This is an optimization exercise on Yosys and OpenROAD, whose aim is small area, not a production implementation. The RTL was checked by simulation tests, not by an equivalence proof against the original design.

$ cat flow/constraint.sdc
create_clock -name core_clock -period 10.0 [get_ports {clk}]
set_input_delay 2.0000 -clock core_clock [delete_from_list [all_inputs] [get_ports {clk}]]
set_output_delay 2.0000 -clock core_clock [all_outputs]
set_load 0.01 [all_outputs]
$ cat flow/config.mk
export PLATFORM = sky130hd
export DESIGN_NAME = SA
export DESIGN_NICKNAME = SA
export VERILOG_FILES = /design/flow/design.v
export SDC_FILE = /design/flow/constraint.sdc
export NUM_CORES = 4
export LEC_CHECK = 0
export CAP_MARGIN = 20
export CORE_MARGIN = 2
export CORE_UTILIZATION = 35
export PLACE_DENSITY = 0.55
export SLEW_MARGIN = 20
export SYNTH_HIERARCHICAL = 1
$ cat flow/design.v
module Counter #(
    parameter COUNT_NUM = 4
    )
    (
    input   clk,
    input   rst_n,
    input   start_i,
    output  done_o
    );
    localparam COUNT_LG2 = $clog2(COUNT_NUM);
    localparam IDLE = 2'b00;
    localparam RUN  = 2'b01;
    localparam DONE = 2'b10;
    reg [1:0] c_state, n_state;
    reg [COUNT_LG2-1:0] cnt_num;
    always @(posedge clk, negedge rst_n) begin
        if (!rst_n) begin
            c_state <= IDLE;
        end else begin
            c_state <= n_state;
        end
    end
    always @(*) begin 
        n_state = c_state;   
        case (c_state)
            IDLE    : begin
                if (start_i) begin
                    n_state = RUN;
                end
            end
            RUN     : begin
                if (cnt_num==COUNT_NUM-1) begin
                    n_state = DONE;
                end
            end
            DONE    : begin
                n_state = IDLE;
            end
            default : begin
                n_state = IDLE;
            end
        endcase
    end
    always @(posedge clk, negedge rst_n) begin
        if (!rst_n) begin
            cnt_num <= {(COUNT_LG2){1'b0}};
        end else begin
            case (c_state)
                IDLE    : cnt_num <= {(COUNT_LG2){1'b0}};
                RUN     : cnt_num <= cnt_num + 'd1;
                DONE    : cnt_num <= {(COUNT_LG2){1'b0}};
                default : cnt_num <= {(COUNT_LG2){1'b0}};
            endcase
        end
    end
    assign done_o = (c_state==DONE);
endmodule
module PE #(
    parameter DATA_WIDTH = 8,
    parameter WEIGHT_RST = 0
    )
    (
    input                           clk,
    input                           rst_n,
    input   [DATA_WIDTH-1:0]        ifmap_i,     
    input   [DATA_WIDTH-1:0]        weight_i,
    input                           weight_en_i,
    input   [15:0]                  lo_n_i,      
    output  [DATA_WIDTH-1:0]        weight_o,
    output  [16:0]                  sum_n_o      
    );
    reg     [DATA_WIDTH-1:0]        weight_r;
    reg     [DATA_WIDTH-1:0]        icopy_r;
    generate
        if (WEIGHT_RST) begin : G_WRST
            always @(posedge clk, negedge rst_n) begin
                if (!rst_n)
                    weight_r <= {(DATA_WIDTH){1'b0}};
                else if (weight_en_i)
                    weight_r <= weight_i;
            end
        end else begin : G_WNORST
            always @(posedge clk) begin
                if (weight_en_i)
                    weight_r <= weight_i;
            end
        end
    endgenerate
    always @(posedge clk, negedge rst_n) begin
        if (!rst_n)
            icopy_r <= {(DATA_WIDTH){1'b0}};
        else if (weight_en_i)
            icopy_r <= ifmap_i;
    end
    wire [7:0] ppn [0:7];
    genvar g;
    generate
        for (g = 0; g < 8; g = g + 1) begin : G_PP
            assign ppn[g] = ~(icopy_r & {8{weight_r[g]}});
        end
    endgenerate
    wire s1, c2;
    XNOR2 u_s1 (.a(ppn[0][5]), .b(ppn[1][4]), .y(s1));
    assign c2 = ppn[0][5] | ppn[1][4];
    wire s3, c4;
    FA u_s3 (.a(ppn[0][6]), .b(ppn[1][5]), .c(ppn[2][4]), .s(s3), .co(c4));
    wire s5, c6;
    XNOR2 u_s5 (.a(ppn[3][3]), .b(ppn[4][2]), .y(s5));
    assign c6 = ppn[3][3] | ppn[4][2];
    wire s7, c8;
    FA u_s7 (.a(ppn[0][7]), .b(ppn[1][6]), .c(ppn[2][5]), .s(s7), .co(c8));
    wire s9, c10;
    FA u_s9 (.a(ppn[3][4]), .b(ppn[4][3]), .c(ppn[5][2]), .s(s9), .co(c10));
    wire s11, c12;
    XNOR2 u_s11 (.a(ppn[6][1]), .b(ppn[7][0]), .y(s11));
    assign c12 = ppn[6][1] | ppn[7][0];
    wire s13, c14;
    FA u_s13 (.a(ppn[1][7]), .b(ppn[2][6]), .c(ppn[3][5]), .s(s13), .co(c14));
    wire s15, c16;
    FA u_s15 (.a(ppn[4][4]), .b(ppn[5][3]), .c(ppn[6][2]), .s(s15), .co(c16));
    wire s17, c18;
    XNOR2 u_s17 (.a(ppn[7][1]), .b(lo_n_i[8]), .y(s17));
    assign c18 = ppn[7][1] | lo_n_i[8];
    wire s19, c20;
    FA u_s19 (.a(ppn[2][7]), .b(ppn[3][6]), .c(ppn[4][5]), .s(s19), .co(c20));
    wire s21, c22;
    FA u_s21 (.a(ppn[5][4]), .b(ppn[6][3]), .c(ppn[7][2]), .s(s21), .co(c22));
    wire s23, c24;
    FA u_s23 (.a(ppn[3][7]), .b(ppn[4][6]), .c(ppn[5][5]), .s(s23), .co(c24));
    wire s25, c26;
    XNOR2 u_s25 (.a(ppn[0][3]), .b(ppn[1][2]), .y(s25));
    assign c26 = ppn[0][3] | ppn[1][2];
    wire s27, c28;
    FA u_s27 (.a(ppn[0][4]), .b(ppn[1][3]), .c(ppn[2][2]), .s(s27), .co(c28));
    wire s29, c30;
    XNOR2 u_s29 (.a(ppn[3][1]), .b(ppn[4][0]), .y(s29));
    assign c30 = ppn[3][1] | ppn[4][0];
    wire s31, c32;
    FA u_s31 (.a(s1), .b(ppn[2][3]), .c(ppn[3][2]), .s(s31), .co(c32));
    wire s33, c34;
    FA u_s33 (.a(ppn[4][1]), .b(ppn[5][0]), .c(lo_n_i[5]), .s(s33), .co(c34));
    wire s35, c36;
    FA u_s35 (.a(s3), .b(s5), .c(ppn[5][1]), .s(s35), .co(c36));
    wire s37, c38;
    FA u_s37 (.a(ppn[6][0]), .b(lo_n_i[6]), .c(c2), .s(s37), .co(c38));
    wire s39, c40;
    FA u_s39 (.a(s7), .b(s9), .c(s11), .s(s39), .co(c40));
    wire s41, c42;
    FA u_s41 (.a(lo_n_i[7]), .b(c4), .c(c6), .s(s41), .co(c42));
    wire s43, c44;
    FA u_s43 (.a(s13), .b(s15), .c(s17), .s(s43), .co(c44));
    wire s45, c46;
    FA u_s45 (.a(c8), .b(c10), .c(c12), .s(s45), .co(c46));
    wire s47, c48;
    FA u_s47 (.a(s19), .b(s21), .c(lo_n_i[9]), .s(s47), .co(c48));
    wire s49, c50;
    FA u_s49 (.a(c14), .b(c16), .c(c18), .s(s49), .co(c50));
    wire s51, c52;
    FA u_s51 (.a(s23), .b(ppn[6][4]), .c(ppn[7][3]), .s(s51), .co(c52));
    wire s53, c54;
    FA u_s53 (.a(lo_n_i[10]), .b(c20), .c(c22), .s(s53), .co(c54));
    wire s55, c56;
    FA u_s55 (.a(ppn[4][7]), .b(ppn[5][6]), .c(ppn[6][5]), .s(s55), .co(c56));
    wire s57, c58;
    FA u_s57 (.a(ppn[7][4]), .b(lo_n_i[11]), .c(c24), .s(s57), .co(c58));
    wire s59, c60;
    FA u_s59 (.a(ppn[5][7]), .b(ppn[6][6]), .c(ppn[7][5]), .s(s59), .co(c60));
    wire s61, c62;
    XNOR2 u_s61 (.a(ppn[0][2]), .b(ppn[1][1]), .y(s61));
    assign c62 = ppn[0][2] | ppn[1][1];
    wire s63, c64;
    FA u_s63 (.a(s25), .b(ppn[2][1]), .c(ppn[3][0]), .s(s63), .co(c64));
    wire s65, c66;
    FA u_s65 (.a(s27), .b(s29), .c(lo_n_i[4]), .s(s65), .co(c66));
    wire s67, c68;
    FA u_s67 (.a(s31), .b(s33), .c(c28), .s(s67), .co(c68));
    wire s69, c70;
    FA u_s69 (.a(s35), .b(s37), .c(c32), .s(s69), .co(c70));
    wire s71, c72;
    FA u_s71 (.a(s39), .b(s41), .c(c36), .s(s71), .co(c72));
    wire s73, c74;
    FA u_s73 (.a(s43), .b(s45), .c(c40), .s(s73), .co(c74));
    wire s75, c76;
    FA u_s75 (.a(s47), .b(s49), .c(c44), .s(s75), .co(c76));
    wire s77, c78;
    FA u_s77 (.a(s51), .b(s53), .c(c48), .s(s77), .co(c78));
    wire s79, c80;
    FA u_s79 (.a(s55), .b(s57), .c(c52), .s(s79), .co(c80));
    wire s81, c82;
    FA u_s81 (.a(s59), .b(lo_n_i[12]), .c(c56), .s(s81), .co(c82));
    wire s83, c84;
    FA u_s83 (.a(ppn[6][7]), .b(ppn[7][6]), .c(lo_n_i[13]), .s(s83), .co(c84));
    wire s85, c86;
    XNOR2 u_s85 (.a(ppn[0][1]), .b(ppn[1][0]), .y(s85));
    assign c86 = ppn[0][1] | ppn[1][0];
    wire s87, c88;
    FA u_s87 (.a(s61), .b(ppn[2][0]), .c(lo_n_i[2]), .s(s87), .co(c88));
    wire s89, c90;
    FA u_s89 (.a(s63), .b(lo_n_i[3]), .c(c62), .s(s89), .co(c90));
    wire s91, c92;
    FA u_s91 (.a(s65), .b(c26), .c(c64), .s(s91), .co(c92));
    wire s93, c94;
    FA u_s93 (.a(s67), .b(c30), .c(c66), .s(s93), .co(c94));
    wire s95, c96;
    FA u_s95 (.a(s69), .b(c34), .c(c68), .s(s95), .co(c96));
    wire s97, c98;
    FA u_s97 (.a(s71), .b(c38), .c(c70), .s(s97), .co(c98));
    wire s99, c100;
    FA u_s99 (.a(s73), .b(c42), .c(c72), .s(s99), .co(c100));
    wire s101, c102;
    FA u_s101 (.a(s75), .b(c46), .c(c74), .s(s101), .co(c102));
    wire s103, c104;
    FA u_s103 (.a(s77), .b(c50), .c(c76), .s(s103), .co(c104));
    wire s105, c106;
    FA u_s105 (.a(s79), .b(c54), .c(c78), .s(s105), .co(c106));
    wire s107, c108;
    FA u_s107 (.a(s81), .b(c58), .c(c80), .s(s107), .co(c108));
    wire s109, c110;
    FA u_s109 (.a(s83), .b(c60), .c(c82), .s(s109), .co(c110));
    wire s111, c112;
    FA u_s111 (.a(ppn[7][7]), .b(lo_n_i[14]), .c(c84), .s(s111), .co(c112));
    XNOR2 u_s113 (.a(ppn[0][0]), .b(lo_n_i[0]), .y(sum_n_o[0]));
    assign c114 = ppn[0][0] | lo_n_i[0];
    FA u_s115 (.a(s85), .b(lo_n_i[1]), .c(c114), .s(sum_n_o[1]), .co(c116));
    FA u_s117 (.a(s87), .b(c86), .c(c116), .s(sum_n_o[2]), .co(c118));
    FA u_s119 (.a(s89), .b(c88), .c(c118), .s(sum_n_o[3]), .co(c120));
    FA u_s121 (.a(s91), .b(c90), .c(c120), .s(sum_n_o[4]), .co(c122));
    FA u_s123 (.a(s93), .b(c92), .c(c122), .s(sum_n_o[5]), .co(c124));
    FA u_s125 (.a(s95), .b(c94), .c(c124), .s(sum_n_o[6]), .co(c126));
    FA u_s127 (.a(s97), .b(c96), .c(c126), .s(sum_n_o[7]), .co(c128));
    FA u_s129 (.a(s99), .b(c98), .c(c128), .s(sum_n_o[8]), .co(c130));
    FA u_s131 (.a(s101), .b(c100), .c(c130), .s(sum_n_o[9]), .co(c132));
    FA u_s133 (.a(s103), .b(c102), .c(c132), .s(sum_n_o[10]), .co(c134));
    FA u_s135 (.a(s105), .b(c104), .c(c134), .s(sum_n_o[11]), .co(c136));
    FA u_s137 (.a(s107), .b(c106), .c(c136), .s(sum_n_o[12]), .co(c138));
    FA u_s139 (.a(s109), .b(c108), .c(c138), .s(sum_n_o[13]), .co(c140));
    FA u_s141 (.a(s111), .b(c110), .c(c140), .s(sum_n_o[14]), .co(c142));
    FA u_s143 (.a(lo_n_i[15]), .b(c112), .c(c142), .s(sum_n_o[15]), .co(sum_n_o[16]));
    assign weight_o = weight_r;
endmodule
module FA (input a, input b, input c, output s, output co);
    assign s  = a ^ b ^ c;
    assign co = (a & b) | (a & c) | (b & c);
endmodule
module XNOR2 (input a, input b, output y);
    assign y = ~(a ^ b);
endmodule
module SA #(
    parameter PE_SIZE       = 8,
    parameter DATA_WIDTH    = 8,
    parameter PSUM_WIDTH    = 32
    )
    (
    input clk,
    input rst_n,
    input   [DATA_WIDTH*PE_SIZE-1:0]    ifmap_row_i,
    input   [DATA_WIDTH*PE_SIZE-1:0]    weight_col_i,
    input   [PSUM_WIDTH*PE_SIZE-1:0]    psum_row_i,
    input                               ifmap_preload_i,
    input   [PE_SIZE-1:0]               weight_en_col_i,
    input   [PE_SIZE-1:0]               psum_en_row_i,
    output  [DATA_WIDTH*PE_SIZE-1:0]    ifmap_row_o,
    output  [DATA_WIDTH*PE_SIZE-1:0]    weight_col_o,
    output  [PSUM_WIDTH*PE_SIZE-1:0]    psum_row_o,
    output  [PE_SIZE-1:0]               weight_en_col_o,
    output  [PE_SIZE-1:0]               psum_en_row_o
    );
    localparam N  = PE_SIZE;
    localparam DW = DATA_WIDTH;
    localparam HW = PSUM_WIDTH - 16;      
    localparam CW = $clog2(N);            
    wire preload_done_w;
    Counter #(
        .COUNT_NUM ( PE_SIZE-1 )
    ) u_Counter (
        .clk     ( clk              ),
        .rst_n   ( rst_n            ),
        .start_i ( ifmap_preload_i  ),
        .done_o  ( preload_done_w   )
    );
    reg preload_r;
    always @(posedge clk, negedge rst_n) begin
        if (!rst_n)
            preload_r <= 1'b0;
        else if (ifmap_preload_i)
            preload_r <= 1'b1;
        else if (preload_done_w)
            preload_r <= 1'b0;
    end
    wire ifmap_en_w = (!preload_done_w) & (ifmap_preload_i | preload_r);
    genvar j, k;
    generate
        for (j = 0; j < N; j = j + 1) begin : G_LANE
            reg  [DW-1:0] ifmap_r [0:N-1];
            reg  [N-1:0]  pen_r;
            wire [15:0]   lo_q  [0:N-1];
            wire [HW-1:0] hi_q  [0:N-1];
            wire [CW-1:0] cnt_q [0:N-1];
            wire [16:0]   sum_w [0:N-1];
            always @(posedge clk, negedge rst_n) begin
                if (!rst_n)
                    pen_r <= {N{1'b0}};
                else
                    pen_r <= {pen_r[N-2:0], psum_en_row_i[N-1-j]};
            end
            for (k = 0; k < N; k = k + 1) begin : G_STAGE
                always @(posedge clk, negedge rst_n) begin
                    if (!rst_n)
                        ifmap_r[k] <= {DW{1'b0}};
                    else if (ifmap_en_w)
                        ifmap_r[k] <= (k == 0) ? ifmap_row_i[DW*(N-j)-1 -: DW] : ifmap_r[k-1 < 0 ? 0 : k-1];
                end
                if (k < N-1) begin : G_MID
                    localparam KW = (k == 0) ? 1 : $clog2(k+1);
                    reg [15:0]   lo_r;
                    reg [HW-1:0] hi_r;
                    reg [KW-1:0] c_r;
                    always @(posedge clk) begin
                        if (k == 0) begin
                            lo_r <= ~psum_row_i[PSUM_WIDTH*(N-j)-1-HW -: 16];
                            hi_r <= psum_row_i[PSUM_WIDTH*(N-j)-1 -: HW];
                            c_r  <= {KW{1'b0}};
                        end else begin
                            lo_r <= G_STAGE[k-1 < 0 ? 0 : k-1].G_MID.lo_n;
                            hi_r <= hi_q[k-1 < 0 ? 0 : k-1];
                            c_r  <= G_STAGE[k-1 < 0 ? 0 : k-1].G_MID.c_n[KW-1:0];
                        end
                    end
                    wire [15:0]  lo_n = sum_w[k][15:0];
                    wire [KW:0]  c_n  = c_r + !sum_w[k][16];
                    assign lo_q[k]  = lo_r;
                    assign hi_q[k]  = hi_r;
                    assign cnt_q[k] = c_r;
                end else begin : G_LAST
                    reg [15:0]   lo_r;
                    reg [HW-1:0] hi_r;
                    reg [CW-1:0] c_r;
                    always @(posedge clk, negedge rst_n) begin
                        if (!rst_n) begin
                            lo_r <= 16'hffff;
                            hi_r <= {HW{1'b0}};
                            c_r  <= {CW{1'b0}};
                        end else if (pen_r[N-2]) begin
                            lo_r <= G_STAGE[N-2].G_MID.lo_n;
                            hi_r <= hi_q[N-2];
                            c_r  <= G_STAGE[N-2].G_MID.c_n;
                        end
                    end
                    assign lo_q[k]  = lo_r;
                    assign hi_q[k]  = hi_r;
                    assign cnt_q[k] = c_r;
                    assign psum_row_o[PSUM_WIDTH*(N-j)-1 -: PSUM_WIDTH] =
                        {hi_r + c_r + !sum_w[k][16], ~sum_w[k][15:0]};
                end
            end
            assign ifmap_row_o[DW*(N-j)-1 -: DW] = ifmap_r[N-1];
            assign psum_en_row_o[N-1-j] = pen_r[N-1];
        end
        for (k = 0; k < N; k = k + 1) begin : G_COL
            reg  [N-1:0]  wen_r;
            wire [DW-1:0] w_q [0:N-1];
            always @(posedge clk, negedge rst_n) begin
                if (!rst_n)
                    wen_r <= {N{1'b0}};
                else
                    wen_r <= {wen_r[N-2:0], weight_en_col_i[N-1-k]};
            end
            for (j = 0; j < N; j = j + 1) begin : G_PE
                PE #(
                    .DATA_WIDTH ( DW ),
                    .WEIGHT_RST ( j == N-1 )
                ) PE_INST (
                    .clk         ( clk ),
                    .rst_n       ( rst_n ),
                    .ifmap_i     ( G_LANE[j].ifmap_r[k] ),
                    .weight_i    ( (j == 0) ? weight_col_i[DW*(N-k)-1 -: DW] : w_q[j == 0 ? 0 : j-1] ),
                    .weight_en_i ( (j == 0) ? weight_en_col_i[N-1-k] : wen_r[j == 0 ? 0 : j-1] ),
                    .lo_n_i      ( G_LANE[j].lo_q[k] ),
                    .weight_o    ( w_q[j] ),
                    .sum_n_o     ( G_LANE[j].sum_w[k] )
                );
            end
            assign weight_col_o[DW*(N-k)-1 -: DW] = w_q[N-1];
            assign weight_en_col_o[N-1-k] = wen_r[N-1];
        end
    endgenerate
endmodule
$ cat flow/run.sh
#!/bin/bash
# synth_recipe.tcl (not shown) runs the flow's synth.tcl, then flattens the netlist and writes it again
# the make line also repeats each setting of config.mk as NAME=value (left out here)
make -C /OpenROAD-flow-scripts/flow DESIGN_CONFIG=/design/flow/config.mk WORK_HOME=/design/flow/orfs CLKGATE_MAP_FILE= SYNTH_SCRIPT=/design/flow/synth_recipe.tcl finish
==> results.json <==
{
  "outcome": "complete, but fails checks",
  "so_faults": "setup timing",
  "fin_crit_ps": 11080,
  "syn_nets": 21100,
  "fin_area_sq_um": 255000,
  "grt_pass1_vias": 137000,
  "clock-sinks": 3854,
  "yosysMostFrequentCell": "nand2_1",
  "setup_viol": 127,
  "num_rows": 293,
  "grt_max_degree": 145,
  "yosys.area_share.simple_pct": 9.00,
  "slew_viol_final": 0,
  "critPathMaxFanout": 4,
  "area_growth_pct": 14.0,
  "root_buffer": "clkbuf_16",
  "drive_gt1_share_pct": 17.6,
  "synth_xor_area_share_pct": 2.83,
  "grt_usage_pct": 16.8,
  "final-seq-area_sq_um": 89300,
  "pin_count": 803,
  "wl_met2_um": 294000,
  "synthArstFlopShare_pct": 39.0,
  "cts_max_level": 5,
  "ys_warn_count": 86,
  "worstHoldStart": "G_LANE[7].G_STAGE[2].G_MID.hi_r[1]$_DFF_P_",
  "post_drt_wl_per_cell_um": 20.9,
  "cts_tree": "built",
  "top_layer": "met5",
  "gp_congestion": 0.829,
  "seq_area_frac_synth_pct": 40.0,
  "synth_top_family_by_area": "adder cells",
  "drt_iter0_markers": 6801,
  "grt_pass1_wl_um": 839000,
  "initial_core_util_pct": 35.1,
  "synth_cell_type_count": 41,
  "dp_hpwl_um": 411000,
  "fillCellCount": 59700,
  "cts_buffer_depth": 4,
  "layout_setup_ws_ps": -1080,
  "critPathKind": "flip-flop to output port",
  "synth_fa_ha_area_share_pct": 36.8,
  "fmax_mhz": 90.2,
  "worstMarginPinSlew_ps": 1080,
  "relSlewSlack_pct": 28.1,
  "multi_input_area_sq_um": 128000,
  "post_drt_via_cell_ratio": 4.74,
  "wl_met3_um": 22400,
  "die_area_sq_um": 645000,
  "worstSetupEndpointType": "output port",
  "fin_crit_sh_pct": 111,
  "synth_compound_area_share_pct": 0.183,
  "ant_nets": 0,
  "dieWidth_um": 803,
  "whs_endpoint": "G_LANE[7].G_STAGE[3].G_MID.hi_r[1]$_DFF_P_",
  "clock_skew_ps": 91.3,
  "routedLengthMet1_um": 207000,
  "antenna_found_initial": 19,
  "regToRegSetupSlack_ps": 1810,
  "r2r_end": "G_LANE[6].G_STAGE[7].G_LAST.c_r[1]$_DFFE_PN0P_",
  "min_path_type": "flip-flop to flip-flop",
  "cp.arrival_ps": 9080,
  "vias": 122000,
  "cts_hold_buf": 0,
  "worstHoldPathCells": 0,
  "ys_top_cells_by_count": "nand2_1 (4153), fa_1 (4048), dfxtp_1 (1904)",
  "syn_area_per_cell_sq_um": 13.5,
  "finalHoldViolations": 0,
  "cts_buffers": 434,
  "cp.required_ps": 8000,
  "placed_area_sq_um": 238000,
  "clk_pin_slew_ps": 60,
  "syn_area_sq_um": 223000,
  "rsz0062_at_grt": "yes",
  "synth_top_cells_by_area": "fa_1 (36%), dfxtp_1 (17%), dfrtp_1 (15%), nand2_1 (7.0%), edfxtp_1 (6.0%)",
  "die_h_um": 803,
  "fin_nets": 21500,
  "numPortBuffers": 802,
  "synth_edf_count": 448,
  "yosys.area.top_type": "fa_1",
  "clk_latency_ps": 1050,
  "ys.flop_type": "dfxtp_1",
  "synth.area.mux_share_pct": 7.62,
  "ys_seq_elements": 3854,
  "grt_overflow_total": 0,
  "routed_wl_um": 538000,
  "core_sq_um": 636000,
  "maxCapViolations": 0,
  "startpoint_type": "flip-flop",
  "reg2regPathDepth": 22,
  "r2r-start": "G_COL[6].G_PE[6].PE_INST.weight_r[1]$_DFFE_PP_",
  "drc": 0,
  "postSynthCellCount": 16500,
  "yosys.area.top_type_share_pct": 36.3,
  "drtPass1Iterations": 6
}
==> worst max-delay path, stage by stage (launching register included) <==
cell and delay, ps:
dfrtp_1 420, nand2_2 80, xnor2_2 140, fa_1 550
fa_1 460, fa_2 370, fa_2 400, fa_2 350
fa_2 350, fa_2 350, fa_2 360, fa_2 370
fa_2 360, fa_2 370, fa_2 360, fa_2 380
fa_2 380, fa_2 370, fa_2 370, fa_2 390
nor2b_4 140, o211a_1 200, buf_6 140, nand4_1 130
xnor2_2 170, buf_2 140
==> per-module statistics from Yosys (local to each module, per instance), a selection <==
module | area, sq um | flip-flops and latches
SA | 76200 | 2825
XNOR2 | 8.76 | 0
FA | 20.0 | 0
==> layout make-up <==
| cell class | instances | share of cell area, % |
|---|---|---|
| Clock buffer | 586 | 4.86 |
| Timing Repair Buffer | 1186 | 4.25 |
| Antenna cell | 7 | 0.00688 |
| Multi-Input combinational cell | 11100 | 50.1 |
| Sequential cell | 3854 | 35.1 |
| Inverter | 357 | 0.528 |
| Tap cell | 8407 | 4.13 |
| Clock inverter | 240 | 1.08 |
==> registers in the layout (all words and copies together) (netlist names) <==
| signal | cells |
|---|---|
| G_COL.G_PE.PE_INST.icopy_r | 512 |
| u_Counter.cnt_num | 3 |
| G_LANE.G_STAGE.G_LAST.hi_r | 128 |
| preload_r | 1 |
| G_LANE.ifmap_r | 512 |
| G_LANE.G_STAGE.G_LAST.c_r | 24 |
| u_Counter.c_state | 2 |
| G_COL.wen_r | 64 |
| G_LANE.pen_r | 64 |
| G_LANE.G_STAGE.G_MID.lo_r | 896 |
| G_LANE.G_STAGE.G_MID.hi_r | 896 |
| G_LANE.G_STAGE.G_MID.c_r | 112 |
| G_LANE.G_STAGE.G_LAST.lo_r | 128 |
| G_COL.G_PE.PE_INST.weight_r | 512 |
==> what timing repair did <==
item,CTS,global route
gates resized for setup,831,132
pin swaps,130,106
gates cloned,0,0
buffers inserted,45,35
endpoints found under the setup margin,150,140
==> metal layers <==
metal  track usage [%]  vias to the layer above
met2              31.1                     2773
met3              2.09                      757
li1                  -                    52800
met4              3.98                       12
met5                 0                        -
met1              20.8                    65700
==> through the flow <==
stage / util [%] / hold slack [ps] / TNS, ps / setup slack [ps] / cells
6_report: 40.0 / 288 / -84600 / -1080 / 25800
5_1_grt: 40.0 / 291 / -122540 / -1370 / 25800
4_1_cts: 39.9 / 278 / -108300 / -1330 / 25700
3_5_place_dp: 37.4 / 312 / -75040 / -954 / 24900
3_3_place_gp: 37.4 / 309 / -63540 / -848 / 24900
2_1_floorplan: - / 310 / -17.5 / -17.5 / 16500
==> cell families after synthesis <==
kind of cell,after synthesis
compound gates,70
flops,3854
fa+ha+maj,4146
buf+inv,1558
mux,1335
xor+xnor,721
simple gates,4859
==> placed cells by master (no fill, tap or decap), drive strengths merged, types with 48 or more instances in the layout <==
master	count
nand2	4153
fa	4048
dfxtp	1904
dfrtp	1374
mux2	1335
xnor2	673
clkdlybuf4s50	662
clkbuf	587
buf	521
nand4	471
edfxtp	448
inv	399
clkinv	130
nand3b	129
dfstp	128
ha	98
xor2	48
==> worst max path at each step <==
stage                           endpoint                                              from  slack (ps)  cells past startpoint
after floorplan           psum_row_o[24]  G_COL[7].G_PE[7].PE_INST.weight_r[0]$_DFFE_PN0P_         -20                     24
after global placement    psum_row_o[86]    G_COL[7].G_PE[5].PE_INST.weight_r[0]$_DFFE_PP_        -850                     25
after detailed placement  psum_row_o[86]    G_COL[7].G_PE[5].PE_INST.weight_r[0]$_DFFE_PP_        -950                     25
after CTS                 psum_row_o[58]    G_COL[7].G_PE[6].PE_INST.weight_r[0]$_DFFE_PP_       -1330                     25
after global routing      psum_row_o[24]  G_COL[7].G_PE[7].PE_INST.weight_r[1]$_DFFE_PN0P_       -1370                     25
final                     psum_row_o[24]   G_COL[7].G_PE[7].PE_INST.icopy_r[2]$_DFFE_PN0P_       -1080                     25

afterwards: timing with drivers on the ports:
The results above use ideal ports. As a check the final layout listed here was re-extracted and re-timed, cells and wires unchanged.
Step 1 assumes that a clkbuf_16 drives the clock port and a buf_2 every other input.
Step 2 also shifts input and output timing later by t, the mid clock arrival at the registers, as if the neighbouring blocks saw the same clock.
Three values: ideal ports, drivers, drivers and shift; two values: the first two.
t (ns): 1.124
slack for setup (ns): -1.082 / -1.203 / -0.079
worst setup path at the end: register to output
For this run, drivers alone change the setup slack by -0.121 ns; drivers and shift together by +1.003 ns.
